This design comes from an exercise in tuning for small area and a short achievable clock period on the open sky130 flow, not from production work.
Function was checked by simulation only, so behaviour that the tests miss may differ from the original.
Power is estimated from default activity; no workload was simulated.

===== flow/design.v =====
module alu16(a, b, imm, asel, bsel, shift, op, out, z);
  input [15:0] a, b;
  input [4:0] imm;
  input asel, bsel;
  input [1:0] shift, op;
  output [15:0] out;
  output z;
  wire sel_b = ~bsel & ~shift[1] & ~shift[0];    
  wire sel_l = ~bsel & ~shift[1] & shift[0];     
  wire sel_r = ~bsel & shift[1];                 
  wire sel_bs = ~bsel & (shift == 2'b00 || shift == 2'b11);   
  wire sub = op[0];
  wire sub_n = ~op[0];
  wire asel_n = ~asel;
  wire arith_n = op[1];
  wire pick_not_n = ~(op[1] & op[0]);
  wire pick_and_n = ~(op[1] & ~op[0]);
  wire [15:0] bin, ainx, pn, gn;
  wire bt0_0;
  wire bt0_1;
  wire bt0_2;
  wire bt1_0;
  wire bt1_1;
  wire bt1_2;
  wire bt1_3;
  wire bt2_0;
  wire bt2_1;
  wire bt2_2;
  wire bt2_3;
  wire bt3_0;
  wire bt3_1;
  wire bt3_2;
  wire bt3_3;
  wire bt4_0;
  wire bt4_1;
  wire bt4_2;
  wire bt4_3;
  wire bt5_0;
  wire bt5_1;
  wire bt5_2;
  wire bt6_0;
  wire bt6_1;
  wire bt6_2;
  wire bt7_0;
  wire bt7_1;
  wire bt7_2;
  wire bt8_0;
  wire bt8_1;
  wire bt8_2;
  wire bt9_0;
  wire bt9_1;
  wire bt9_2;
  wire bt10_0;
  wire bt10_1;
  wire bt10_2;
  wire bt11_0;
  wire bt11_1;
  wire bt11_2;
  wire bt12_0;
  wire bt12_1;
  wire bt12_2;
  wire bt13_0;
  wire bt13_1;
  wire bt13_2;
  wire bt14_0;
  wire bt14_1;
  wire bt14_2;
  wire bt15_0;
  wire bt15_1;
  wire an_0;
  wire an_1;
  wire an_2;
  wire an_3;
  wire an_4;
  wire an_5;
  wire an_6;
  wire an_7;
  wire an_8;
  wire an_9;
  wire an_10;
  wire an_11;
  wire an_12;
  wire an_13;
  wire an_14;
  wire an_15;
  wire g0n_0;
  wire p0n_0;
  wire g0n_1;
  wire p0n_1;
  wire g0n_2;
  wire p0n_2;
  wire g0n_3;
  wire p0n_3;
  wire g0n_4;
  wire p0n_4;
  wire g0n_5;
  wire p0n_5;
  wire g0n_6;
  wire p0n_6;
  wire g0n_7;
  wire p0n_7;
  wire g0n_8;
  wire p0n_8;
  wire g0n_9;
  wire p0n_9;
  wire g0n_10;
  wire p0n_10;
  wire g0n_11;
  wire p0n_11;
  wire g0n_12;
  wire p0n_12;
  wire g0n_13;
  wire p0n_13;
  wire g0n_14;
  wire p0n_14;
  wire g0n_15;
  wire p0n_15;
  wire g1_1;
  wire g1_3;
  wire pp1_3;
  wire g1_5;
  wire pp1_5;
  wire g1_7;
  wire pp1_7;
  wire g1_9;
  wire pp1_9;
  wire g1_11;
  wire pp1_11;
  wire g1_13;
  wire pp1_13;
  wire g1_15;
  wire pp1_15;
  wire g0n_2_i;
  wire p0n_2_i;
  wire g2_2;
  wire g2_3;
  wire g0n_6_i;
  wire p0n_6_i;
  wire g2_6;
  wire pp2_6;
  wire g2_7;
  wire pp2_7;
  wire g0n_10_i;
  wire p0n_10_i;
  wire g2_10;
  wire pp2_10;
  wire g2_11;
  wire pp2_11;
  wire g0n_14_i;
  wire p0n_14_i;
  wire g2_14;
  wire pp2_14;
  wire g2_15;
  wire pp2_15;
  wire g3_4;
  wire g1_5_i;
  wire pp1_5_i;
  wire g3_5;
  wire g3_6;
  wire g3_7;
  wire g3_12;
  wire pp3_12;
  wire g1_13_i;
  wire pp1_13_i;
  wire g3_13;
  wire pp3_13;
  wire g3_14;
  wire pp3_14;
  wire g3_15;
  wire pp3_15;
  wire g0n_8_i;
  wire p0n_8_i;
  wire g4_8;
  wire g4_9;
  wire g2_10_i;
  wire pp2_10_i;
  wire g4_10;
  wire g2_11_i;
  wire pp2_11_i;
  wire g4_11;
  wire g4_12;
  wire g4_13;
  wire g4_14;
  wire g4_15;
  wire q_0;
  wire sn_0;
  wire tn_0;
  wire q_1;
  wire sn_1;
  wire tn_1;
  wire q_2;
  wire sn_2;
  wire tn_2;
  wire q_3;
  wire sn_3;
  wire tn_3;
  wire q_4;
  wire sn_4;
  wire tn_4;
  wire q_5;
  wire sn_5;
  wire tn_5;
  wire q_6;
  wire sn_6;
  wire tn_6;
  wire q_7;
  wire sn_7;
  wire tn_7;
  wire q_8;
  wire sn_8;
  wire tn_8;
  wire q_9;
  wire sn_9;
  wire tn_9;
  wire q_10;
  wire sn_10;
  wire tn_10;
  wire q_11;
  wire sn_11;
  wire tn_11;
  wire q_12;
  wire sn_12;
  wire tn_12;
  wire q_13;
  wire sn_13;
  wire tn_13;
  wire q_14;
  wire sn_14;
  wire tn_14;
  wire q_15;
  wire sn_15;
  wire tn_15;
  wire k_0;
  wire e_0;
  wire k_1;
  wire e_1;
  wire k_2;
  wire e_2;
  wire k_3;
  wire e_3;
  wire k_4;
  wire e_4;
  wire k_5;
  wire e_5;
  wire k_6;
  wire e_6;
  wire k_7;
  wire e_7;
  wire k_8;
  wire e_8;
  wire k_9;
  wire e_9;
  wire k_10;
  wire e_10;
  wire k_11;
  wire e_11;
  wire k_12;
  wire e_12;
  wire k_13;
  wire e_13;
  wire k_14;
  wire e_14;
  wire k_15;
  wire e_15;
  wire z_arith_n0;
  wire z_arith_n1;
  wire z_arith_n2;
  wire z_arith_n3;
  wire z_arith;
  wire z_logic_n0;
  wire z_logic_n1;
  wire z_logic_n2;
  wire z_logic_n3;
  wire z_logic;
  c_nand2 u1(.a(sel_b), .b(b[0]), .y(bt0_0));
  c_nand2 u2(.a(sel_r), .b(b[1]), .y(bt0_1));
  c_nand2 u3(.a(bsel), .b(imm[0]), .y(bt0_2));
  c_nand3 u4(.a(bt0_0), .b(bt0_1), .c(bt0_2), .y(bin[0]));
  c_nand2 u5(.a(sel_b), .b(b[1]), .y(bt1_0));
  c_nand2 u6(.a(sel_l), .b(b[0]), .y(bt1_1));
  c_nand2 u7(.a(sel_r), .b(b[2]), .y(bt1_2));
  c_nand2 u8(.a(bsel), .b(imm[1]), .y(bt1_3));
  c_nand4 u9(.a(bt1_0), .b(bt1_1), .c(bt1_2), .d(bt1_3), .y(bin[1]));
  c_nand2 u10(.a(sel_b), .b(b[2]), .y(bt2_0));
  c_nand2 u11(.a(sel_l), .b(b[1]), .y(bt2_1));
  c_nand2 u12(.a(sel_r), .b(b[3]), .y(bt2_2));
  c_nand2 u13(.a(bsel), .b(imm[2]), .y(bt2_3));
  c_nand4 u14(.a(bt2_0), .b(bt2_1), .c(bt2_2), .d(bt2_3), .y(bin[2]));
  c_nand2 u15(.a(sel_b), .b(b[3]), .y(bt3_0));
  c_nand2 u16(.a(sel_l), .b(b[2]), .y(bt3_1));
  c_nand2 u17(.a(sel_r), .b(b[4]), .y(bt3_2));
  c_nand2 u18(.a(bsel), .b(imm[3]), .y(bt3_3));
  c_nand4 u19(.a(bt3_0), .b(bt3_1), .c(bt3_2), .d(bt3_3), .y(bin[3]));
  c_nand2 u20(.a(sel_b), .b(b[4]), .y(bt4_0));
  c_nand2 u21(.a(sel_l), .b(b[3]), .y(bt4_1));
  c_nand2 u22(.a(sel_r), .b(b[5]), .y(bt4_2));
  c_nand2 u23(.a(bsel), .b(imm[4]), .y(bt4_3));
  c_nand4 u24(.a(bt4_0), .b(bt4_1), .c(bt4_2), .d(bt4_3), .y(bin[4]));
  c_nand2 u25(.a(sel_b), .b(b[5]), .y(bt5_0));
  c_nand2 u26(.a(sel_l), .b(b[4]), .y(bt5_1));
  c_nand2 u27(.a(sel_r), .b(b[6]), .y(bt5_2));
  c_nand3 u28(.a(bt5_0), .b(bt5_1), .c(bt5_2), .y(bin[5]));
  c_nand2 u29(.a(sel_b), .b(b[6]), .y(bt6_0));
  c_nand2 u30(.a(sel_l), .b(b[5]), .y(bt6_1));
  c_nand2 u31(.a(sel_r), .b(b[7]), .y(bt6_2));
  c_nand3 u32(.a(bt6_0), .b(bt6_1), .c(bt6_2), .y(bin[6]));
  c_nand2 u33(.a(sel_b), .b(b[7]), .y(bt7_0));
  c_nand2 u34(.a(sel_l), .b(b[6]), .y(bt7_1));
  c_nand2 u35(.a(sel_r), .b(b[8]), .y(bt7_2));
  c_nand3 u36(.a(bt7_0), .b(bt7_1), .c(bt7_2), .y(bin[7]));
  c_nand2 u37(.a(sel_b), .b(b[8]), .y(bt8_0));
  c_nand2 u38(.a(sel_l), .b(b[7]), .y(bt8_1));
  c_nand2 u39(.a(sel_r), .b(b[9]), .y(bt8_2));
  c_nand3 u40(.a(bt8_0), .b(bt8_1), .c(bt8_2), .y(bin[8]));
  c_nand2 u41(.a(sel_b), .b(b[9]), .y(bt9_0));
  c_nand2 u42(.a(sel_l), .b(b[8]), .y(bt9_1));
  c_nand2 u43(.a(sel_r), .b(b[10]), .y(bt9_2));
  c_nand3 u44(.a(bt9_0), .b(bt9_1), .c(bt9_2), .y(bin[9]));
  c_nand2 u45(.a(sel_b), .b(b[10]), .y(bt10_0));
  c_nand2 u46(.a(sel_l), .b(b[9]), .y(bt10_1));
  c_nand2 u47(.a(sel_r), .b(b[11]), .y(bt10_2));
  c_nand3 u48(.a(bt10_0), .b(bt10_1), .c(bt10_2), .y(bin[10]));
  c_nand2 u49(.a(sel_b), .b(b[11]), .y(bt11_0));
  c_nand2 u50(.a(sel_l), .b(b[10]), .y(bt11_1));
  c_nand2 u51(.a(sel_r), .b(b[12]), .y(bt11_2));
  c_nand3 u52(.a(bt11_0), .b(bt11_1), .c(bt11_2), .y(bin[11]));
  c_nand2 u53(.a(sel_b), .b(b[12]), .y(bt12_0));
  c_nand2 u54(.a(sel_l), .b(b[11]), .y(bt12_1));
  c_nand2 u55(.a(sel_r), .b(b[13]), .y(bt12_2));
  c_nand3 u56(.a(bt12_0), .b(bt12_1), .c(bt12_2), .y(bin[12]));
  c_nand2 u57(.a(sel_b), .b(b[13]), .y(bt13_0));
  c_nand2 u58(.a(sel_l), .b(b[12]), .y(bt13_1));
  c_nand2 u59(.a(sel_r), .b(b[14]), .y(bt13_2));
  c_nand3 u60(.a(bt13_0), .b(bt13_1), .c(bt13_2), .y(bin[13]));
  c_nand2 u61(.a(sel_b), .b(b[14]), .y(bt14_0));
  c_nand2 u62(.a(sel_l), .b(b[13]), .y(bt14_1));
  c_nand2 u63(.a(sel_r), .b(b[15]), .y(bt14_2));
  c_nand3 u64(.a(bt14_0), .b(bt14_1), .c(bt14_2), .y(bin[14]));
  c_nand2 u65(.a(sel_bs), .b(b[15]), .y(bt15_0));
  c_nand2 u66(.a(sel_l), .b(b[14]), .y(bt15_1));
  c_nand2 u67(.a(bt15_0), .b(bt15_1), .y(bin[15]));
  c_nand2 u68(.a(a[0]), .b(asel_n), .y(an_0));
  c_xnor2 u69(.a(an_0), .b(sub), .y(ainx[0]));
  c_nand2 u70(.a(a[1]), .b(asel_n), .y(an_1));
  c_xnor2 u71(.a(an_1), .b(sub), .y(ainx[1]));
  c_nand2 u72(.a(a[2]), .b(asel_n), .y(an_2));
  c_xnor2 u73(.a(an_2), .b(sub), .y(ainx[2]));
  c_nand2 u74(.a(a[3]), .b(asel_n), .y(an_3));
  c_xnor2 u75(.a(an_3), .b(sub), .y(ainx[3]));
  c_nand2 u76(.a(a[4]), .b(asel_n), .y(an_4));
  c_xnor2 u77(.a(an_4), .b(sub), .y(ainx[4]));
  c_nand2 u78(.a(a[5]), .b(asel_n), .y(an_5));
  c_xnor2 u79(.a(an_5), .b(sub), .y(ainx[5]));
  c_nand2 u80(.a(a[6]), .b(asel_n), .y(an_6));
  c_xnor2 u81(.a(an_6), .b(sub), .y(ainx[6]));
  c_nand2 u82(.a(a[7]), .b(asel_n), .y(an_7));
  c_xnor2 u83(.a(an_7), .b(sub), .y(ainx[7]));
  c_nand2 u84(.a(a[8]), .b(asel_n), .y(an_8));
  c_xnor2 u85(.a(an_8), .b(sub), .y(ainx[8]));
  c_nand2 u86(.a(a[9]), .b(asel_n), .y(an_9));
  c_xnor2 u87(.a(an_9), .b(sub), .y(ainx[9]));
  c_nand2 u88(.a(a[10]), .b(asel_n), .y(an_10));
  c_xnor2 u89(.a(an_10), .b(sub), .y(ainx[10]));
  c_nand2 u90(.a(a[11]), .b(asel_n), .y(an_11));
  c_xnor2 u91(.a(an_11), .b(sub), .y(ainx[11]));
  c_nand2 u92(.a(a[12]), .b(asel_n), .y(an_12));
  c_xnor2 u93(.a(an_12), .b(sub), .y(ainx[12]));
  c_nand2 u94(.a(a[13]), .b(asel_n), .y(an_13));
  c_xnor2 u95(.a(an_13), .b(sub), .y(ainx[13]));
  c_nand2 u96(.a(a[14]), .b(asel_n), .y(an_14));
  c_xnor2 u97(.a(an_14), .b(sub), .y(ainx[14]));
  c_nand2 u98(.a(a[15]), .b(asel_n), .y(an_15));
  c_xnor2 u99(.a(an_15), .b(sub), .y(ainx[15]));
  c_nand2 u100(.a(ainx[0]), .b(bin[0]), .y(g0n_0));
  c_xnor2 u101(.a(ainx[0]), .b(bin[0]), .y(p0n_0));
  assign pn[0] = p0n_0;
  assign gn[0] = g0n_0;
  c_nand2 u102(.a(ainx[1]), .b(bin[1]), .y(g0n_1));
  c_xnor2 u103(.a(ainx[1]), .b(bin[1]), .y(p0n_1));
  assign pn[1] = p0n_1;
  assign gn[1] = g0n_1;
  c_nand2 u104(.a(ainx[2]), .b(bin[2]), .y(g0n_2));
  c_xnor2 u105(.a(ainx[2]), .b(bin[2]), .y(p0n_2));
  assign pn[2] = p0n_2;
  assign gn[2] = g0n_2;
  c_nand2 u106(.a(ainx[3]), .b(bin[3]), .y(g0n_3));
  c_xnor2 u107(.a(ainx[3]), .b(bin[3]), .y(p0n_3));
  assign pn[3] = p0n_3;
  assign gn[3] = g0n_3;
  c_nand2 u108(.a(ainx[4]), .b(bin[4]), .y(g0n_4));
  c_xnor2 u109(.a(ainx[4]), .b(bin[4]), .y(p0n_4));
  assign pn[4] = p0n_4;
  assign gn[4] = g0n_4;
  c_nand2 u110(.a(ainx[5]), .b(bin[5]), .y(g0n_5));
  c_xnor2 u111(.a(ainx[5]), .b(bin[5]), .y(p0n_5));
  assign pn[5] = p0n_5;
  assign gn[5] = g0n_5;
  c_nand2 u112(.a(ainx[6]), .b(bin[6]), .y(g0n_6));
  c_xnor2 u113(.a(ainx[6]), .b(bin[6]), .y(p0n_6));
  assign pn[6] = p0n_6;
  assign gn[6] = g0n_6;
  c_nand2 u114(.a(ainx[7]), .b(bin[7]), .y(g0n_7));
  c_xnor2 u115(.a(ainx[7]), .b(bin[7]), .y(p0n_7));
  assign pn[7] = p0n_7;
  assign gn[7] = g0n_7;
  c_nand2 u116(.a(ainx[8]), .b(bin[8]), .y(g0n_8));
  c_xnor2 u117(.a(ainx[8]), .b(bin[8]), .y(p0n_8));
  assign pn[8] = p0n_8;
  assign gn[8] = g0n_8;
  c_nand2 u118(.a(ainx[9]), .b(bin[9]), .y(g0n_9));
  c_xnor2 u119(.a(ainx[9]), .b(bin[9]), .y(p0n_9));
  assign pn[9] = p0n_9;
  assign gn[9] = g0n_9;
  c_nand2 u120(.a(ainx[10]), .b(bin[10]), .y(g0n_10));
  c_xnor2 u121(.a(ainx[10]), .b(bin[10]), .y(p0n_10));
  assign pn[10] = p0n_10;
  assign gn[10] = g0n_10;
  c_nand2 u122(.a(ainx[11]), .b(bin[11]), .y(g0n_11));
  c_xnor2 u123(.a(ainx[11]), .b(bin[11]), .y(p0n_11));
  assign pn[11] = p0n_11;
  assign gn[11] = g0n_11;
  c_nand2 u124(.a(ainx[12]), .b(bin[12]), .y(g0n_12));
  c_xnor2 u125(.a(ainx[12]), .b(bin[12]), .y(p0n_12));
  assign pn[12] = p0n_12;
  assign gn[12] = g0n_12;
  c_nand2 u126(.a(ainx[13]), .b(bin[13]), .y(g0n_13));
  c_xnor2 u127(.a(ainx[13]), .b(bin[13]), .y(p0n_13));
  assign pn[13] = p0n_13;
  assign gn[13] = g0n_13;
  c_nand2 u128(.a(ainx[14]), .b(bin[14]), .y(g0n_14));
  c_xnor2 u129(.a(ainx[14]), .b(bin[14]), .y(p0n_14));
  assign pn[14] = p0n_14;
  assign gn[14] = g0n_14;
  c_nand2 u130(.a(ainx[15]), .b(bin[15]), .y(g0n_15));
  c_xnor2 u131(.a(ainx[15]), .b(bin[15]), .y(p0n_15));
  assign pn[15] = p0n_15;
  assign gn[15] = g0n_15;
  c_oai21 u132(.a1(p0n_1), .a2(g0n_0), .b1(g0n_1), .y(g1_1));
  c_oai21 u133(.a1(p0n_3), .a2(g0n_2), .b1(g0n_3), .y(g1_3));
  c_nor2 u134(.a(p0n_3), .b(p0n_2), .y(pp1_3));
  c_oai21 u135(.a1(p0n_5), .a2(g0n_4), .b1(g0n_5), .y(g1_5));
  c_nor2 u136(.a(p0n_5), .b(p0n_4), .y(pp1_5));
  c_oai21 u137(.a1(p0n_7), .a2(g0n_6), .b1(g0n_7), .y(g1_7));
  c_nor2 u138(.a(p0n_7), .b(p0n_6), .y(pp1_7));
  c_oai21 u139(.a1(p0n_9), .a2(g0n_8), .b1(g0n_9), .y(g1_9));
  c_nor2 u140(.a(p0n_9), .b(p0n_8), .y(pp1_9));
  c_oai21 u141(.a1(p0n_11), .a2(g0n_10), .b1(g0n_11), .y(g1_11));
  c_nor2 u142(.a(p0n_11), .b(p0n_10), .y(pp1_11));
  c_oai21 u143(.a1(p0n_13), .a2(g0n_12), .b1(g0n_13), .y(g1_13));
  c_nor2 u144(.a(p0n_13), .b(p0n_12), .y(pp1_13));
  c_oai21 u145(.a1(p0n_15), .a2(g0n_14), .b1(g0n_15), .y(g1_15));
  c_nor2 u146(.a(p0n_15), .b(p0n_14), .y(pp1_15));
  c_inv u147(.a(g0n_2), .y(g0n_2_i));
  c_inv u148(.a(p0n_2), .y(p0n_2_i));
  c_aoi21 u149(.a1(p0n_2_i), .a2(g1_1), .b1(g0n_2_i), .y(g2_2));
  c_aoi21 u150(.a1(pp1_3), .a2(g1_1), .b1(g1_3), .y(g2_3));
  c_inv u151(.a(g0n_6), .y(g0n_6_i));
  c_inv u152(.a(p0n_6), .y(p0n_6_i));
  c_aoi21 u153(.a1(p0n_6_i), .a2(g1_5), .b1(g0n_6_i), .y(g2_6));
  c_nand2 u154(.a(p0n_6_i), .b(pp1_5), .y(pp2_6));
  c_aoi21 u155(.a1(pp1_7), .a2(g1_5), .b1(g1_7), .y(g2_7));
  c_nand2 u156(.a(pp1_7), .b(pp1_5), .y(pp2_7));
  c_inv u157(.a(g0n_10), .y(g0n_10_i));
  c_inv u158(.a(p0n_10), .y(p0n_10_i));
  c_aoi21 u159(.a1(p0n_10_i), .a2(g1_9), .b1(g0n_10_i), .y(g2_10));
  c_nand2 u160(.a(p0n_10_i), .b(pp1_9), .y(pp2_10));
  c_aoi21 u161(.a1(pp1_11), .a2(g1_9), .b1(g1_11), .y(g2_11));
  c_nand2 u162(.a(pp1_11), .b(pp1_9), .y(pp2_11));
  c_inv u163(.a(g0n_14), .y(g0n_14_i));
  c_inv u164(.a(p0n_14), .y(p0n_14_i));
  c_aoi21 u165(.a1(p0n_14_i), .a2(g1_13), .b1(g0n_14_i), .y(g2_14));
  c_nand2 u166(.a(p0n_14_i), .b(pp1_13), .y(pp2_14));
  c_aoi21 u167(.a1(pp1_15), .a2(g1_13), .b1(g1_15), .y(g2_15));
  c_nand2 u168(.a(pp1_15), .b(pp1_13), .y(pp2_15));
  c_oai21 u169(.a1(p0n_4), .a2(g2_3), .b1(g0n_4), .y(g3_4));
  c_inv u170(.a(g1_5), .y(g1_5_i));
  c_inv u171(.a(pp1_5), .y(pp1_5_i));
  c_oai21 u172(.a1(pp1_5_i), .a2(g2_3), .b1(g1_5_i), .y(g3_5));
  c_oai21 u173(.a1(pp2_6), .a2(g2_3), .b1(g2_6), .y(g3_6));
  c_oai21 u174(.a1(pp2_7), .a2(g2_3), .b1(g2_7), .y(g3_7));
  c_oai21 u175(.a1(p0n_12), .a2(g2_11), .b1(g0n_12), .y(g3_12));
  c_nor2 u176(.a(p0n_12), .b(pp2_11), .y(pp3_12));
  c_inv u177(.a(g1_13), .y(g1_13_i));
  c_inv u178(.a(pp1_13), .y(pp1_13_i));
  c_oai21 u179(.a1(pp1_13_i), .a2(g2_11), .b1(g1_13_i), .y(g3_13));
  c_nor2 u180(.a(pp1_13_i), .b(pp2_11), .y(pp3_13));
  c_oai21 u181(.a1(pp2_14), .a2(g2_11), .b1(g2_14), .y(g3_14));
  c_nor2 u182(.a(pp2_14), .b(pp2_11), .y(pp3_14));
  c_oai21 u183(.a1(pp2_15), .a2(g2_11), .b1(g2_15), .y(g3_15));
  c_nor2 u184(.a(pp2_15), .b(pp2_11), .y(pp3_15));
  c_inv u185(.a(g0n_8), .y(g0n_8_i));
  c_inv u186(.a(p0n_8), .y(p0n_8_i));
  c_aoi21 u187(.a1(p0n_8_i), .a2(g3_7), .b1(g0n_8_i), .y(g4_8));
  c_aoi21 u188(.a1(pp1_9), .a2(g3_7), .b1(g1_9), .y(g4_9));
  c_inv u189(.a(g2_10), .y(g2_10_i));
  c_inv u190(.a(pp2_10), .y(pp2_10_i));
  c_aoi21 u191(.a1(pp2_10_i), .a2(g3_7), .b1(g2_10_i), .y(g4_10));
  c_inv u192(.a(g2_11), .y(g2_11_i));
  c_inv u193(.a(pp2_11), .y(pp2_11_i));
  c_aoi21 u194(.a1(pp2_11_i), .a2(g3_7), .b1(g2_11_i), .y(g4_11));
  c_aoi21 u195(.a1(pp3_12), .a2(g3_7), .b1(g3_12), .y(g4_12));
  c_aoi21 u196(.a1(pp3_13), .a2(g3_7), .b1(g3_13), .y(g4_13));
  c_aoi21 u197(.a1(pp3_14), .a2(g3_7), .b1(g3_14), .y(g4_14));
  c_aoi21 u198(.a1(pp3_15), .a2(g3_7), .b1(g3_15), .y(g4_15));
  c_xnor2 u199(.a(pn[0]), .b(sub), .y(q_0));
  c_inv u200(.a(q_0), .y(sn_0));
  c_o22a u201(.a1(pick_not_n), .a2(bin[0]), .b1(pick_and_n), .b2(gn[0]), .y(tn_0));
  c_oai21 u202(.a1(sn_0), .a2(arith_n), .b1(tn_0), .y(out[0]));
  c_xnor2 u203(.a(pn[1]), .b(sub), .y(q_1));
  c_xor2 u204(.a(q_1), .b(g0n_0), .y(sn_1));
  c_o22a u205(.a1(pick_not_n), .a2(bin[1]), .b1(pick_and_n), .b2(gn[1]), .y(tn_1));
  c_oai21 u206(.a1(sn_1), .a2(arith_n), .b1(tn_1), .y(out[1]));
  c_xnor2 u207(.a(pn[2]), .b(sub), .y(q_2));
  c_xnor2 u208(.a(q_2), .b(g1_1), .y(sn_2));
  c_o22a u209(.a1(pick_not_n), .a2(bin[2]), .b1(pick_and_n), .b2(gn[2]), .y(tn_2));
  c_oai21 u210(.a1(sn_2), .a2(arith_n), .b1(tn_2), .y(out[2]));
  c_xnor2 u211(.a(pn[3]), .b(sub), .y(q_3));
  c_xor2 u212(.a(q_3), .b(g2_2), .y(sn_3));
  c_o22a u213(.a1(pick_not_n), .a2(bin[3]), .b1(pick_and_n), .b2(gn[3]), .y(tn_3));
  c_oai21 u214(.a1(sn_3), .a2(arith_n), .b1(tn_3), .y(out[3]));
  c_xnor2 u215(.a(pn[4]), .b(sub), .y(q_4));
  c_xor2 u216(.a(q_4), .b(g2_3), .y(sn_4));
  c_o22a u217(.a1(pick_not_n), .a2(bin[4]), .b1(pick_and_n), .b2(gn[4]), .y(tn_4));
  c_oai21 u218(.a1(sn_4), .a2(arith_n), .b1(tn_4), .y(out[4]));
  c_xnor2 u219(.a(pn[5]), .b(sub), .y(q_5));
  c_xnor2 u220(.a(q_5), .b(g3_4), .y(sn_5));
  c_o22a u221(.a1(pick_not_n), .a2(bin[5]), .b1(pick_and_n), .b2(gn[5]), .y(tn_5));
  c_oai21 u222(.a1(sn_5), .a2(arith_n), .b1(tn_5), .y(out[5]));
  c_xnor2 u223(.a(pn[6]), .b(sub), .y(q_6));
  c_xnor2 u224(.a(q_6), .b(g3_5), .y(sn_6));
  c_o22a u225(.a1(pick_not_n), .a2(bin[6]), .b1(pick_and_n), .b2(gn[6]), .y(tn_6));
  c_oai21 u226(.a1(sn_6), .a2(arith_n), .b1(tn_6), .y(out[6]));
  c_xnor2 u227(.a(pn[7]), .b(sub), .y(q_7));
  c_xnor2 u228(.a(q_7), .b(g3_6), .y(sn_7));
  c_o22a u229(.a1(pick_not_n), .a2(bin[7]), .b1(pick_and_n), .b2(gn[7]), .y(tn_7));
  c_oai21 u230(.a1(sn_7), .a2(arith_n), .b1(tn_7), .y(out[7]));
  c_xnor2 u231(.a(pn[8]), .b(sub), .y(q_8));
  c_xnor2 u232(.a(q_8), .b(g3_7), .y(sn_8));
  c_o22a u233(.a1(pick_not_n), .a2(bin[8]), .b1(pick_and_n), .b2(gn[8]), .y(tn_8));
  c_oai21 u234(.a1(sn_8), .a2(arith_n), .b1(tn_8), .y(out[8]));
  c_xnor2 u235(.a(pn[9]), .b(sub), .y(q_9));
  c_xor2 u236(.a(q_9), .b(g4_8), .y(sn_9));
  c_o22a u237(.a1(pick_not_n), .a2(bin[9]), .b1(pick_and_n), .b2(gn[9]), .y(tn_9));
  c_oai21 u238(.a1(sn_9), .a2(arith_n), .b1(tn_9), .y(out[9]));
  c_xnor2 u239(.a(pn[10]), .b(sub), .y(q_10));
  c_xor2 u240(.a(q_10), .b(g4_9), .y(sn_10));
  c_o22a u241(.a1(pick_not_n), .a2(bin[10]), .b1(pick_and_n), .b2(gn[10]), .y(tn_10));
  c_oai21 u242(.a1(sn_10), .a2(arith_n), .b1(tn_10), .y(out[10]));
  c_xnor2 u243(.a(pn[11]), .b(sub), .y(q_11));
  c_xor2 u244(.a(q_11), .b(g4_10), .y(sn_11));
  c_o22a u245(.a1(pick_not_n), .a2(bin[11]), .b1(pick_and_n), .b2(gn[11]), .y(tn_11));
  c_oai21 u246(.a1(sn_11), .a2(arith_n), .b1(tn_11), .y(out[11]));
  c_xnor2 u247(.a(pn[12]), .b(sub), .y(q_12));
  c_xor2 u248(.a(q_12), .b(g4_11), .y(sn_12));
  c_o22a u249(.a1(pick_not_n), .a2(bin[12]), .b1(pick_and_n), .b2(gn[12]), .y(tn_12));
  c_oai21 u250(.a1(sn_12), .a2(arith_n), .b1(tn_12), .y(out[12]));
  c_xnor2 u251(.a(pn[13]), .b(sub), .y(q_13));
  c_xor2 u252(.a(q_13), .b(g4_12), .y(sn_13));
  c_o22a u253(.a1(pick_not_n), .a2(bin[13]), .b1(pick_and_n), .b2(gn[13]), .y(tn_13));
  c_oai21 u254(.a1(sn_13), .a2(arith_n), .b1(tn_13), .y(out[13]));
  c_xnor2 u255(.a(pn[14]), .b(sub), .y(q_14));
  c_xor2 u256(.a(q_14), .b(g4_13), .y(sn_14));
  c_o22a u257(.a1(pick_not_n), .a2(bin[14]), .b1(pick_and_n), .b2(gn[14]), .y(tn_14));
  c_oai21 u258(.a1(sn_14), .a2(arith_n), .b1(tn_14), .y(out[14]));
  c_xnor2 u259(.a(pn[15]), .b(sub), .y(q_15));
  c_xor2 u260(.a(q_15), .b(g4_14), .y(sn_15));
  c_o22a u261(.a1(pick_not_n), .a2(bin[15]), .b1(pick_and_n), .b2(gn[15]), .y(tn_15));
  c_oai21 u262(.a1(sn_15), .a2(arith_n), .b1(tn_15), .y(out[15]));
  assign k_0 = sub;
  c_xor2 u263(.a(pn[0]), .b(k_0), .y(e_0));
  c_nand3 u264(.a(gn[0]), .b(pn[0]), .c(sub_n), .y(k_1));
  c_xor2 u265(.a(pn[1]), .b(k_1), .y(e_1));
  c_nand3 u266(.a(gn[1]), .b(pn[1]), .c(sub_n), .y(k_2));
  c_xor2 u267(.a(pn[2]), .b(k_2), .y(e_2));
  c_nand3 u268(.a(gn[2]), .b(pn[2]), .c(sub_n), .y(k_3));
  c_xor2 u269(.a(pn[3]), .b(k_3), .y(e_3));
  c_nand3 u270(.a(gn[3]), .b(pn[3]), .c(sub_n), .y(k_4));
  c_xor2 u271(.a(pn[4]), .b(k_4), .y(e_4));
  c_nand3 u272(.a(gn[4]), .b(pn[4]), .c(sub_n), .y(k_5));
  c_xor2 u273(.a(pn[5]), .b(k_5), .y(e_5));
  c_nand3 u274(.a(gn[5]), .b(pn[5]), .c(sub_n), .y(k_6));
  c_xor2 u275(.a(pn[6]), .b(k_6), .y(e_6));
  c_nand3 u276(.a(gn[6]), .b(pn[6]), .c(sub_n), .y(k_7));
  c_xor2 u277(.a(pn[7]), .b(k_7), .y(e_7));
  c_nand3 u278(.a(gn[7]), .b(pn[7]), .c(sub_n), .y(k_8));
  c_xor2 u279(.a(pn[8]), .b(k_8), .y(e_8));
  c_nand3 u280(.a(gn[8]), .b(pn[8]), .c(sub_n), .y(k_9));
  c_xor2 u281(.a(pn[9]), .b(k_9), .y(e_9));
  c_nand3 u282(.a(gn[9]), .b(pn[9]), .c(sub_n), .y(k_10));
  c_xor2 u283(.a(pn[10]), .b(k_10), .y(e_10));
  c_nand3 u284(.a(gn[10]), .b(pn[10]), .c(sub_n), .y(k_11));
  c_xor2 u285(.a(pn[11]), .b(k_11), .y(e_11));
  c_nand3 u286(.a(gn[11]), .b(pn[11]), .c(sub_n), .y(k_12));
  c_xor2 u287(.a(pn[12]), .b(k_12), .y(e_12));
  c_nand3 u288(.a(gn[12]), .b(pn[12]), .c(sub_n), .y(k_13));
  c_xor2 u289(.a(pn[13]), .b(k_13), .y(e_13));
  c_nand3 u290(.a(gn[13]), .b(pn[13]), .c(sub_n), .y(k_14));
  c_xor2 u291(.a(pn[14]), .b(k_14), .y(e_14));
  c_nand3 u292(.a(gn[14]), .b(pn[14]), .c(sub_n), .y(k_15));
  c_xor2 u293(.a(pn[15]), .b(k_15), .y(e_15));
  c_nand4 u294(.a(e_0), .b(e_1), .c(e_2), .d(e_3), .y(z_arith_n0));
  c_nand4 u295(.a(e_4), .b(e_5), .c(e_6), .d(e_7), .y(z_arith_n1));
  c_nand4 u296(.a(e_8), .b(e_9), .c(e_10), .d(e_11), .y(z_arith_n2));
  c_nand4 u297(.a(e_12), .b(e_13), .c(e_14), .d(e_15), .y(z_arith_n3));
  c_nor4 u298(.a(z_arith_n0), .b(z_arith_n1), .c(z_arith_n2), .d(z_arith_n3), .y(z_arith));
  c_nand4 u299(.a(tn_0), .b(tn_1), .c(tn_2), .d(tn_3), .y(z_logic_n0));
  c_nand4 u300(.a(tn_4), .b(tn_5), .c(tn_6), .d(tn_7), .y(z_logic_n1));
  c_nand4 u301(.a(tn_8), .b(tn_9), .c(tn_10), .d(tn_11), .y(z_logic_n2));
  c_nand4 u302(.a(tn_12), .b(tn_13), .c(tn_14), .d(tn_15), .y(z_logic_n3));
  c_nor4 u303(.a(z_logic_n0), .b(z_logic_n1), .c(z_logic_n2), .d(z_logic_n3), .y(z_logic));
  c_mux2 u304(.s(op[1]), .a(z_arith), .b(z_logic), .y(z));
endmodule
module datapath(datapath_in, vsel, writenum, write, readnum, clk, loada, loadb, shift, asel, bsel, ALUop, loadc, loads, datapath_out, Z_out);
  input write, clk, loada, loadb, vsel, asel, bsel, loadc, loads;
  input [1:0] shift, ALUop;
  input [2:0] writenum, readnum;
  input [15:0] datapath_in;
  output [15:0] datapath_out;
  output Z_out;
  reg [15:0] R0, R1, R2, R3, R4, R5, R6, R7;
  reg [15:0] A, B, C;
  reg S;
  wire [15:0] wdata = vsel ? datapath_in : C;
  always @(posedge clk) begin
    if (write && writenum == 3'd0) R0 <= wdata;
    if (write && writenum == 3'd1) R1 <= wdata;
    if (write && writenum == 3'd2) R2 <= wdata;
    if (write && writenum == 3'd3) R3 <= wdata;
    if (write && writenum == 3'd4) R4 <= wdata;
    if (write && writenum == 3'd5) R5 <= wdata;
    if (write && writenum == 3'd6) R6 <= wdata;
    if (write && writenum == 3'd7) R7 <= wdata;
  end
  wire [7:0] rsel = 8'b1 << readnum;
  wire [15:0] rdata;
  genvar i;
  generate
    for (i = 0; i < 16; i = i + 1) begin : rd
      read_bit u(.r({R7[i], R6[i], R5[i], R4[i], R3[i], R2[i], R1[i], R0[i]}), .s(rsel), .q(rdata[i]));
    end
  endgenerate
  always @(posedge clk) begin
    if (loada) A <= rdata;
    if (loadb) B <= rdata;
  end
  wire [15:0] alu_out;
  wire Z;
  alu16 u_alu(.a(A), .b(B), .imm(datapath_in[4:0]), .asel(asel), .bsel(bsel), .shift(shift),
              .op(ALUop), .out(alu_out), .z(Z));
  always @(posedge clk) begin
    if (loadc) C <= alu_out;
    if (loads) S <= Z;
  end
  assign datapath_out = C;
  assign Z_out = S;
endmodule
module read_bit(r, s, q);
  input [7:0] r, s;
  output q;
  assign q = |(r & s);
endmodule
module c_inv(a, y);
  input a;
  output y;
  assign y = ~a;
endmodule
module c_nand2(a, b, y);
  input a, b;
  output y;
  assign y = ~(a & b);
endmodule
module c_nand3(a, b, c, y);
  input a, b, c;
  output y;
  assign y = ~(a & b & c);
endmodule
module c_nand4(a, b, c, d, y);
  input a, b, c, d;
  output y;
  assign y = ~(a & b & c & d);
endmodule
module c_nor2(a, b, y);
  input a, b;
  output y;
  assign y = ~(a | b);
endmodule
module c_xor2(a, b, y);
  input a, b;
  output y;
  assign y = a ^ b;
endmodule
module c_xnor2(a, b, y);
  input a, b;
  output y;
  assign y = ~(a ^ b);
endmodule
module c_aoi21(a1, a2, b1, y);
  input a1, a2, b1;
  output y;
  assign y = ~((a1 & a2) | b1);
endmodule
module c_oai21(a1, a2, b1, y);
  input a1, a2, b1;
  output y;
  assign y = ~((a1 | a2) & b1);
endmodule
module c_o22a(a1, a2, b1, b2, y);
  input a1, a2, b1, b2;
  output y;
  assign y = (a1 | a2) & (b1 | b2);
endmodule
module c_nor4(a, b, c, d, y);
  input a, b, c, d;
  output y;
  assign y = ~(a | b | c | d);
endmodule
module c_mux2(s, a, b, y);
  input s, a, b;
  output y;
  assign y = s ? b : a;
endmodule

===== flow/flow/run.sh =====
#!/bin/bash
# Layout flow: the standard flow (standard.sh, unchanged synthesis) with
# smaller port buffers and no dummy clock loads. Each tool's full output
# stays in orfs/logs/; make's own output goes to flow_make.log here.
set -euo pipefail
bash standard.sh \
  "BUFFER_PORTS_ARGS=-buffer_cell sky130_fd_sc_hd__buf_2" \
  "CTS_ARGS=-sink_clustering_enable -repair_clock_nets -dont_use_dummy_load -buf_list sky130_fd_sc_hd__clkbuf_8" \
  finish > flow_make.log 2>&1

===== flow/standard.sh =====
#!/bin/bash
# synth_recipe.tcl (not shown) runs the flow's synth.tcl, then flattens the netlist and writes it again
# the make line also repeats each setting of config.mk as NAME=value (left out here)
make -C /OpenROAD-flow-scripts/flow DESIGN_CONFIG=/design/flow/config.mk WORK_HOME=/design/flow/orfs CLKGATE_MAP_FILE= SYNTH_SCRIPT=/design/flow/synth_recipe.tcl "${@:-finish}"

===== flow/config.mk =====
export PLATFORM = sky130hd
export DESIGN_NAME = datapath
export DESIGN_NICKNAME = datapath
export VERILOG_FILES = /design/flow/design.v
export SDC_FILE = /design/flow/constraint.sdc
export NUM_CORES = 4
export LEC_CHECK = 0
export CAP_MARGIN = 20
export CORE_MARGIN = 2
export CORE_UTILIZATION = 65
export SETUP_SLACK_MARGIN = 2.3
export SLEW_MARGIN = 20
export SYNTH_HIERARCHICAL = 1
export SYNTH_MINIMUM_KEEP_SIZE = 0

===== flow/constraint.sdc =====
create_clock -name core_clock -period 5.0 [get_ports {clk}]
set_input_delay 1.0000 -clock core_clock [delete_from_list [all_inputs] [get_ports {clk}]]
set_output_delay 1.0000 -clock core_clock [all_outputs]
set_load 0.01 [all_outputs]

==> impl_metrics.json, run 1 <==
{
  "finalHoldViolCount": 0,
  "post-route-drc-count": 0,
  "ys_ff_latch": 177,
  "fmax_mhz": 366,
  "tns_ps": 0,
  "critPathMaxStageDelay_ps": 300,
  "p_leak_nw": 3.52,
  "synth_area_leaders": "edfxtp_1 65%, a22oi_1 5.9%, xnor2_1 5.7%, nand2_1 4.2%, xor2_1 2.9%",
  "htreeDepth": 4,
  "synth_top_area_cell": "edfxtp_1",
  "die-area_sq_um": 13400,
  "synth_top_area_frac": 0.655,
  "grt_antenna_before_repair": 0,
  "slew_viol_final": 0,
  "clk_pin_slew_ps": 80,
  "synth_common_cells": "177 x edfxtp_1, 91 x nand2_1, 64 x a22oi_1, 53 x xnor2_1, 30 x o21ai_1",
  "nets": 739,
  "rsz0062_at_grt": "yes",
  "layout-drive-gt1-share": 0.313,
  "core_area_sq_um": 12100,
  "clk_path_buf_depth": 2,
  "whs_ps": 579,
  "crit_path_start_kind": "input port",
  "die_h_um": 116,
  "intPower_mw": 2.37,
  "grt.overflow.total": 0,
  "port_buffers": 51,
  "maxCapViolations": 0,
  "worstSetupEndpointType": "flip-flop",
  "syn_avg_cell_area_sq_um": 13.6,
  "relSlewSlack": 0.372,
  "hp-start": "R4[15]$_DFFE_PP_",
  "syn_to_final_growth_pct": 20.9,
  "synth_edf_count": 177,
  "p_sw_uw": 874,
  "num_rows": 40,
  "grt_pass1_vias": 5190,
  "hold_class": "flip-flop to flip-flop",
  "pwr-share-comb": 0.231,
  "routed-via-count": 5452,
  "pwr-share-clk": 0.217,
  "placedCellCount": 822,
  "syn_nets": 632,
  "period_needed_ps": 2730,
  "drt-initial-drc-count": 549,
  "final-instance-count-excl-fill": 870,
  "hpwl_mm": 11.8,
  "p_seq_frac": 0.551,
  "yosys_warnings": 7,
  "via_per_inst": 6.27,
  "synth_ff_type": "edfxtp_1",
  "hold_depth": 2,
  "required_ps": 5170,
  "cts_num_sinks": 177,
  "cts-root-buf": "clkbuf_8",
  "gr-usage-all-layers": 0.287,
  "worstSkewPairLatency_ps": 460,
  "syn_inst": 597,
  "wirelength_mm": 18.9,
  "ant_nets": 0,
  "syn_area_sq_um": 8120,
  "finalSetupViolCount": 0,
  "die_width_um": 116,
  "routabilityCongestion": 0.937,
  "nFillCells": 682,
  "cp.arrival_ps": 2900,
  "initial_core_util": 0.670,
  "reg2reg_to": "C[15]$_DFFE_PP_",
  "finalCritPeriodShare": 0.546,
  "path_class": "input port to flip-flop",
  "swShare": 0.270,
  "antenna-diode-count": 0,
  "outcome": "complete, no violations",
  "r2r_setup_slack_ps": 2680,
  "slowest_stage": "nor3b_4",
  "crit_chain": "buf_12 > nor3b_4 > buf_6 > nand2_2 > nand3_4 > xnor2_4 > nor2_4 > a21oi_2 > o21ai_4 > buf_12 > a21oi_2 > xor2_1 > o21ai_1",
  "r2r_cells": 10,
  "cts_tree": "yes",
  "synth_most_common_cell": "edfxtp_1",
  "peakVddDrop_mv": 0.260,
  "p_per_area_nw_per_um2": 330,
  "pin_count": 52,
  "grt_pass1_wl_mm": 27.7,
  "synthArstFlopShare": 0,
  "fin_worst_skew_ps": 33.3,
  "synth-seq-area-share": 0.655,
  "worstReg2RegStart": "B[4]$_DFFE_PP_",
  "grt_max_degree": 28,
  "synth_cell_types": 27,
  "hold_end": "B[15]$_DFFE_PP_",
  "dr.pass1.iters": 5,
  "avgRoutedWirePerCell_um": 21.8,
  "worst_pin_slew_ps": 942,
  "numCtsBuffers": 17,
  "path_max_fanout": 8
}
sequential cells by signal (all words and copies together) (netlist names):
signal and flops:
A 16, B 16, C 16, R0 16, R1 16, R2 16, R3 16, R4 16
R5 16, R6 16, R7 16, S 1
power by group through the flow:
stage | sequential [mW] | combinational [mW] | clock [mW]
after detailed placement | 1.81 | 0.607 | 0
after CTS | 1.78 | 0.665 | 0.710
after floorplan | 1.81 | 0.429 | 0
after global placement | 1.81 | 0.593 | 0
final | 1.79 | 0.750 | 0.704
after global routing | 1.79 | 0.803 | 0.767
routing by layer:
| layer | up-vias | track usage | part of all wire |
|---|---|---|---|
| met4 | 0 | 0.112 | 0.019 |
| met5 | - | 0 | 0 |
| met3 | 28 | 0.0565 | 0.068 |
| met1 | 2671 | 0.386 | 0.40 |
| li1 | 2503 | - | - |
| met2 | 250 | 0.471 | 0.52 |
through the flow:
| step | setup slack (ps) | cell area (sq um) | utilization | total power, mW |
|---|---|---|---|---|
| floorplan | 2000 | 8360 | - | 2.24 |
| global placement | 1500 | 8900 | 0.735 | 2.41 |
| detailed placement | 1440 | 8900 | 0.735 | 2.42 |
| CTS | 2300 | 9420 | 0.777 | 3.16 |
| global route | 2220 | 9820 | 0.811 | 3.36 |
| finish | 2270 | 9820 | 0.811 | 3.24 |
final cells by class:
class | count | area [sq um] | area share
clock buffer | 17 | 234 | 0.0238
inverter | 21 | 82.6 | 0.00841
multi-input combinational | 397 | 3360 | 0.342
sequential | 177 | 5320 | 0.541
tap | 168 | 210 | 0.0214
timing repair buffer | 89 | 612 | 0.0623
timing repair inverter | 1 | 7.51 | 0.000765
logic make-up after synthesis:
group | synth area share
flops | 0.655
simple gates | 0.107
compound gates | 0.110
xor+xnor | 0.0863
buf+inv | 0.0136
mux | 0.0287
worst max path at each step:
stage               slack (ps)              end      from
floorplan                 2000  C[12]$_DFFE_PP_      bsel
global placement          1500      S$_DFFE_PP_  ALUop[0]
detailed placement        1440  C[11]$_DFFE_PP_  shift[1]
CTS                       2300  C[13]$_DFFE_PP_  shift[1]
global route              2220  C[15]$_DFFE_PP_  shift[0]
finish                    2270  C[15]$_DFFE_PP_      bsel
cell usage in the layout, fill, tap and decap left out, types with 5 or more instances in the layout:
master and n:
edfxtp_1 177, mux2_2 6, nand2_1 80, o21ai_2 9, buf_4 33, clkbuf_8 17, o22a_1 16, nand3_4 7
mux2_4 11, xor2_1 27, a22oi_1 64, nand2_2 8, nand3_1 14, nor2_1 5, xnor2_4 8, xnor2_1 25
inv_1 20, buf_6 5, a21oi_2 11, xnor2_2 20, buf_2 46, nand3_2 5, nand4_1 28, o21ai_1 18
per-module statistics from Yosys (local to each module, per instance), excerpt:
module,cells,times used
alu16,9,1
c_nor4,1,2
c_aoi21,1,14
c_xnor2,1,53
c_o22a,1,16
c_xor2,1,26
c_nand4,1,12
c_nand3,1,26
c_oai21,1,30
c_inv,1,19
c_nand2,1,89
critical path, delay by kind of cell:
family	cells	cell delay [ps]
buffers and inverters	3	450
and+or+nand+nor	4	570
AOI/OAI and AO/OA	4	530
xor gates and xnor gates	2	340
repair_timing:
item | 4_1_cts | 5_1_grt
gates resized for setup | 25 | 58
endpoints found under the setup margin | 12 | 12
buffers inserted | 14 | 16
hold buffers | 0 | 0
endpoints found under the hold margin | 0 | 0
pin swaps | 14 | 38
gates cloned | 0 | 1
==> inputs of run 2 (changes only) <==
--- a/flow/config.mk
+++ b/flow/config.mk
@@ -9,5 +9,5 @@
 export CORE_MARGIN = 2
 export CORE_UTILIZATION = 65
-export SETUP_SLACK_MARGIN = 2.3
+export SETUP_SLACK_MARGIN = 2.1
 export SLEW_MARGIN = 20
 export SYNTH_HIERARCHICAL = 1
==> impl_metrics.json, run 2 <==
{
  "pin_count": 52,
  "p_per_area_nw_per_um2": 338,
  "rsz0062_at_grt": "no",
  "final-instance-count-excl-fill": 864,
  "die_h_um": 116,
  "post-route-drc-count": 0,
  "crit_path_start_kind": "input port",
  "synth_cell_types": 27,
  "clk_pin_slew_ps": 90,
  "routed-via-count": 5515,
  "period_needed_ps": 2880,
  "final_cell_mix": "177 x edfxtp_1, 90 x nand2_1, 64 x a22oi_1",
  "intPower_mw": 2.33,
  "port_buffers": 51,
  "worstSetupEndpointType": "flip-flop",
  "grt.overflow.total": 0,
  "maxCapViolations": 0,
  "synth_edf_count": 177,
  "synth_ff_type": "edfxtp_1",
  "p_seq_frac": 0.561,
  "synth_top_area_frac": 0.655,
  "hold_class": "flip-flop to flip-flop",
  "layout_commonest_cell": "edfxtp_1",
  "grt_pass1_wl_mm": 28.1,
  "cp.arrival_ps": 3050,
  "finalHoldViolCount": 0,
  "routabilityCongestion": 0.936,
  "initial_core_util": 0.670,
  "worstSkewPairLatency_ps": 450,
  "cts-root-buf": "clkbuf_8",
  "finalSetupViolCount": 0,
  "post-place-ws_ps": 1350,
  "hold_depth": 2,
  "finalCritPeriodShare": 0.576,
  "synth_area_leaders": "edfxtp_1 65%, a22oi_1 5.9%, xnor2_1 5.7%, nand2_1 4.2%, xor2_1 2.9%",
  "die_width_um": 116,
  "layout-drive-gt1-share": 0.251,
  "syn_avg_cell_area_sq_um": 13.6,
  "via_per_inst": 6.38,
  "critPathMaxStageDelay_ps": 390,
  "power.total_mw": 3.19,
  "hpwl_mm": 11.9,
  "tns_ps": 0,
  "grt_antenna_before_repair": 0,
  "swShare": 0.269,
  "whs_ps": 601,
  "slowest_stage": "xnor2_2",
  "synthArstFlopShare": 0,
  "placed_cell_area_sq_um": 8740,
  "antenna-diode-count": 0,
  "slew_viol_final": 0,
  "dr.pass1.iters": 5,
  "avgRoutedWirePerCell_um": 21.5,
  "synth_common_cells": "177 x edfxtp_1, 91 x nand2_1, 64 x a22oi_1, 53 x xnor2_1, 30 x o21ai_1",
  "ys_ff_latch": 177,
  "syn_inst": 597,
  "die-area_sq_um": 13400,
  "stdcell_area_sq_um": 9430,
  "syn_nets": 632,
  "cts_hold_buf": 0,
  "fin_worst_skew_ps": 29.7,
  "wirelength_mm": 18.6,
  "p_leak_nw": 3.31,
  "p_sw_uw": 857,
  "peakVddDrop_mv": 0.415,
  "drt-initial-drc-count": 729,
  "required_ps": 5170,
  "cts_tree": "yes",
  "fmax_mhz": 347,
  "synth_top_area_cell": "edfxtp_1",
  "grt_max_degree": 30,
  "outcome": "complete, no violations",
  "syn_area_sq_um": 8120,
  "r2r_cells": 10,
  "num_rows": 40,
  "path_class": "input port to flip-flop",
  "worst_pin_slew_ps": 902,
  "core_area_sq_um": 12100,
  "path_max_fanout": 8,
  "grt_pass1_vias": 5308,
  "crit_chain": "buf_4 > nor3b_4 > buf_6 > nand2_1 > nand4_1 > xnor2_2 > nor2_2 > a21oi_4 > o21ai_4 > buf_12 > a21oi_2 > xor2_1 > o21ai_1",
  "gr-usage-all-layers": 0.285,
  "ant_nets": 0,
  "relSlewSlack": 0.398,
  "clk_path_buf_depth": 2,
  "setup_slack_ps": 2120,
  "numCtsBuffers": 17,
  "cts_num_sinks": 177,
  "syn_to_final_growth_pct": 16.2,
  "synth-seq-area-share": 0.655,
  "placedCellCount": 822,
  "nets": 733,
  "synth_most_common_cell": "edfxtp_1",
  "yosys_warnings": 7,
  "pwr-share-clk": 0.224,
  "pwr-share-comb": 0.215,
  "finalCoreUtilization": 0.779,
  "htreeDepth": 4
}
## run 2: final cells by class
cell class	instances	area, sq um
multi-input combinational	398	3050
tap	168	210
clock buffer	17	234
timing repair buffer	83	542
inverter	21	82.6
sequential	177	5320
fill	747	2680
## run 2: path summary, 6_finish.rpt
path,from,end,slack [ps]
hold / removal,R6[7]$_DFFE_PP_,B[7]$_DFFE_PP_,600
hold reg to reg,R6[7]$_DFFE_PP_,B[7]$_DFFE_PP_,600
setup / recovery,shift[0],C[11]$_DFFE_PP_,2120
setup reg to reg,B[3]$_DFFE_PP_,C[11]$_DFFE_PP_,2660
## run 2: routing by layer
layer | vias to the layer above | track usage | part of all wire
met3 | 45 | 0.0622 | 0.058
met2 | 259 | 0.472 | 0.51
met1 | 2719 | 0.381 | 0.41
met5 | - | 0 | 0
li1 | 2492 | - | -
met4 | 0 | 0.0960 | 0.025
## run 2: power by group through the flow
stage | Combinational [mW] | Sequential (mW) | Clock, mW
final | 0.686 | 1.79 | 0.714
after global routing | 0.738 | 1.79 | 0.769
after CTS | 0.603 | 1.79 | 0.715
after detailed placement | 0.575 | 1.82 | 0
after global placement | 0.556 | 1.82 | 0
after floorplan | 0.401 | 1.81 | 0
## run 2: logic make-up (layout without fill, tap and decap cells)
family / count (synthesis) / in the layout / share of synthesized area
muxes: 17 / 17 / 0.0287
buffers and inverters: 23 / 121 / 0.0136
xor gates and xnor gates: 80 / 80 / 0.0863
and+or+nand+nor: 176 / 177 / 0.107
DFF: 177 / 177 / 0.655
AOI/OAI and AO/OA: 124 / 124 / 0.110
## run 2: worst max-delay path, delay by kind of cell
| family | cells | cell delay, ps |
|---|---|---|
| buf+inv | 3 | 410 |
| xor+xnor | 2 | 570 |
| simple gates | 4 | 480 |
| compound gates | 4 | 570 |
## run 2: repair_timing
| item | CTS | global route |
|---|---|---|
| pin swaps | 5 | 18 |
| buffers inserted | 8 | 16 |
| resized for setup | 12 | 33 |
| hold endpoints to repair | 0 | 0 |
| setup endpoints to repair | 12 | 9 |
| gates cloned | 0 | 1 |
## run 2: modules after synthesis (local to each module, per instance), excerpt
module	cell area, sq um	cells	times used
alu16	46.3	9	1
c_xnor2	8.76	1	53
c_inv	3.75	1	19
c_nand2	3.75	1	89
c_nor2	3.75	1	9
c_nor4	12.5	1	2
c_mux2	15.0	1	1
c_nand4	6.26	1	12
c_xor2	8.76	1	26
c_o22a	8.76	1	16
read_bit	36.3	5	16
c_oai21	5.00	1	30
c_aoi21	8.76	1	14

## afterwards: timing with drivers on the ports
How much do the figures lean on ideal ports? The routed layouts below were timed once more, with nothing changed but the port constraints.
Step 1, drivers: a clkbuf_16 drives clk and a buf_2 each remaining input, both assumed.
Step 2, shift: input delay + t, output delay - t, t = (earliest + latest rising clock arrival at the registers) / 2. This alone moves slack from input paths to output paths.
a / b / c = ideal / step 1 / step 2; a / b = the first two.
run	t (ns)	setup WS [ns]	slew at the worst register clock pin (ns)	cell pins on the clock port's net
run 1	0.478	2.270 / 2.257 / 1.779	0.10 / 0.10	1
run 2	0.468	2.119 / 2.123 / 1.655	0.09 / 0.09	1
After both steps every run listed still meets setup and hold. For run 1, which loses most, drivers alone change the setup slack by -0.013 ns; drivers and shift together by -0.491 ns.
